This design comes from an exercise in tuning for small area on the open sky130 flow, not from production work.
In this exercise RTL edits were held to simulation tests only and were not proved equivalent to the original.

==> raven: inputs <==
Design axi_many_to_one_interconnect, start of the top module:
module axi_many_to_one_interconnect # (
	parameter C_S_COUNT = 4,
	parameter C_ADDR_WIDTH = 32,
	parameter C_DATA_WIDTH = 32,
	parameter C_STRB_WIDTH = C_DATA_WIDTH / 8,
	parameter C_ID_WIDTH = 4,
	parameter C_USER_WIDTH = 1,
	parameter C_ID_MT_USE = 1
)
(
	input logic clk,
	input logic resetn,
	input  logic [C_S_COUNT*C_ID_WIDTH-1:0]     s_axi_awid,
    input  logic [C_S_COUNT*C_ADDR_WIDTH-1:0]   s_axi_awaddr,
    input  logic [C_S_COUNT*8-1:0]              s_axi_awlen,
    input  logic [C_S_COUNT*3-1:0]              s_axi_awsize,
    input  logic [C_S_COUNT*2-1:0]              s_axi_awburst,
    input  logic [C_S_COUNT-1:0]                s_axi_awlock,
    input  logic [C_S_COUNT*4-1:0]              s_axi_awcache,
    input  logic [C_S_COUNT*3-1:0]              s_axi_awprot,
    input  logic [C_S_COUNT*4-1:0]              s_axi_awqos,
    input  logic [C_S_COUNT*C_USER_WIDTH-1:0]   s_axi_awuser,
    input  logic [C_S_COUNT-1:0]                s_axi_awvalid,
    output logic [C_S_COUNT-1:0]                s_axi_awready,
  ...
clock: 5.0 ns
lec_check: 0
cap_margin: 20
core_area: 10 10 410 410
cts_cluster_diameter: 100
cts_cluster_size: 30
die_area: 0 0 420 420
place_density: 0.75
slew_margin: 20
synth_hierarchical: 1
run.sh (not shown) runs the stock make flow with config.mk's settings and CLKGATE_MAP_FILE= SYNTH_SCRIPT=/design/flow/synth_recipe.tcl, a recipe that flattens the netlist after the stock synthesis.
==> indigo: changes against raven <==
--- a/flow/design.v
+++ b/flow/design.v
@@ -280,14 +280,14 @@
 		wcomp_cnt <= wcomp_cnt + {4'd0, s_b_hs};
 		wlast_cnt <= wlast_cnt + {4'd0, s_w_hs && wlast_sel};
 		rout_cnt <= rout_cnt + {{4{s_r_hs && rlast_reg && !s_ar_hs}}, (s_r_hs && rlast_reg) != s_ar_hs};
 		bvalid_reg <= m_b_hs || (bvalid_reg && !s_b_hs);
 		rvalid_reg <= m_r_hs || (rvalid_reg && !s_r_hs);
 	end else begin
-		awready_reg <= st_idle && grant_valid;
-		arready_reg <= st_idle && grant_valid;
+		awready_reg <= 1'b1;
+		arready_reg <= 1'b1;
 		wready_reg <= 1'b0;
 		write_finish_flag <= 1'b0;
 		read_finish_flag <= 1'b0;
 		wdecl_cnt <= '0;
 		wcomp_cnt <= '0;
 		wlast_cnt <= '0;
==> flow/flow/run.sh (new file) <==
#!/bin/bash
# The standard layout, with two changes:
# - the port buffers are the smallest buffer cell (buffer_ports -buffer_cell)
#   instead of the one buffer_ports picks by default;
# - clock tree synthesis clusters up to 30 sinks within 110 um per leaf buffer
#   and inserts no dummy loads.
set -euo pipefail
cd "$(dirname "$0")/.."
bash standard.sh \
  "BUFFER_PORTS_ARGS=-buffer_cell sky130_fd_sc_hd__buf_1" \
  "CTS_ARGS=-sink_clustering_enable -repair_clock_nets -sink_clustering_size 30 -sink_clustering_max_diameter 110 -dont_use_dummy_load" \
  finish > flow_make.log 2>&1
==> flow/standard.sh (new file) <==
#!/bin/bash
# synth_recipe.tcl (not shown) runs the flow's synth.tcl, then flattens the netlist and writes it again
# the make line also repeats each setting of config.mk as NAME=value (left out here)
make -C /OpenROAD-flow-scripts/flow DESIGN_CONFIG=/design/flow/config.mk WORK_HOME=/design/flow/orfs CLKGATE_MAP_FILE= SYNTH_SCRIPT=/design/flow/synth_recipe.tcl "${@:-finish}"
==> flow/config.mk (replaced) <==
export PLATFORM = sky130hd
export DESIGN_NAME = axi_many_to_one_interconnect
export DESIGN_NICKNAME = axi_many_to_one_interconnect
export VERILOG_FILES = /design/flow/design.v
export SDC_FILE = /design/flow/constraint.sdc
export NUM_CORES = 4
export LEC_CHECK = 0
export CAP_MARGIN = 20
export CORE_AREA = 10 10 410 410
export DIE_AREA = 0 0 420 420
export PLACE_DENSITY = 0.75
export SLEW_MARGIN = 20
export SYNTH_HIERARCHICAL = 1
removed: flow/run.sh
==> violet: changes against raven <==
==> flow/flow/run.sh (new file) <==
#!/bin/bash
# The standard layout, with two changes:
# - the port buffers are the smallest buffer cell (buffer_ports -buffer_cell)
#   instead of the one buffer_ports picks by default;
# - clock tree synthesis clusters up to 30 sinks within 100 um per leaf buffer
#   and inserts no dummy loads.
set -euo pipefail
cd "$(dirname "$0")/.."
bash standard.sh \
  "BUFFER_PORTS_ARGS=-buffer_cell sky130_fd_sc_hd__buf_1" \
  "CTS_ARGS=-sink_clustering_enable -repair_clock_nets -sink_clustering_size 30 -sink_clustering_max_diameter 100 -dont_use_dummy_load" \
  finish > flow_make.log 2>&1
==> flow/standard.sh (new file) <==
#!/bin/bash
# synth_recipe.tcl (not shown) runs the flow's synth.tcl, then flattens the netlist and writes it again
# the make line also repeats each setting of config.mk as NAME=value (left out here)
make -C /OpenROAD-flow-scripts/flow DESIGN_CONFIG=/design/flow/config.mk WORK_HOME=/design/flow/orfs CLKGATE_MAP_FILE= SYNTH_SCRIPT=/design/flow/synth_recipe.tcl "${@:-finish}"
==> flow/config.mk (replaced) <==
export PLATFORM = sky130hd
export DESIGN_NAME = axi_many_to_one_interconnect
export DESIGN_NICKNAME = axi_many_to_one_interconnect
export VERILOG_FILES = /design/flow/design.v
export SDC_FILE = /design/flow/constraint.sdc
export NUM_CORES = 4
export LEC_CHECK = 0
export CAP_MARGIN = 20
export CORE_AREA = 10 10 410 410
export DIE_AREA = 0 0 420 420
export PLACE_DENSITY = 0.75
export SLEW_MARGIN = 20
export SYNTH_HIERARCHICAL = 1
removed: flow/run.sh
==> flow_summary.toml <==
[layout]
fillers = 18415
buffers = 1117
final-clk-cell-share_pct = 3.31

[timing]
hold-worst-slack_ns = 0.402
fmax_ghz = 0.295

[critical_path]
r2r_cells = 13

[run_status]
run_status = "no timing/DRC/antenna violations"
(the above is from violet)
==> flow_summary.toml <==
[floorplanning]
die_area_sq_um = 176000

[timing]
hold-worst-slack_ns = 0.502
fmax_ghz = 0.262

[layout]
fillers = 17741
final-clk-cell-share_pct = 3.53

[run_status]
run_status = "no timing/DRC/antenna violations"

[critical_path]
r2r_cells = 12

[clocking]
cts_max_path_buffers = 3
(the above is from raven)
==> flow_summary.toml <==
[run_status]
run_status = "no timing/DRC/antenna violations"

[layout]
fillers = 18448
final-clk-cell-share_pct = 3.04

[timing]
hold-worst-slack_ns = 0.407

[critical_path]
r2r_cells = 13
(the above is from indigo)

## re-timing with driven ports
The results above use ideal ports. As a check the final layouts listed here were re-extracted and re-timed, cells and wires unchanged.
Step 1, drivers: a clkbuf_16 drives clk and a buf_2 each remaining input, both assumed.
Step 2 moves the port delays by t, midway between the first and last clock arrival at a register: inputs arrive t later, outputs are due t later. That takes back most of the time a late clock gives input paths.
Three values: no drivers, after step 1, after step 2; two values: the first two.
run	t (ns)	setup slack, ns	hold slack, ns	worst slew at a driven data input, ns
raven	0.693	1.182 / 1.123 / 1.271	0.502 / 0.502 / 0.502	0.33
indigo	0.637	1.517 / 1.457 / 1.343	0.407 / 0.477 / 0.498	0.33
violet	0.671	1.608 / 1.546 / 1.492	0.402 / 0.493 / 0.493	0.33
After both steps every run listed still meets setup and hold. For indigo, which loses most, drivers alone change the setup slack by -0.060 ns; drivers and shift together by -0.174 ns.
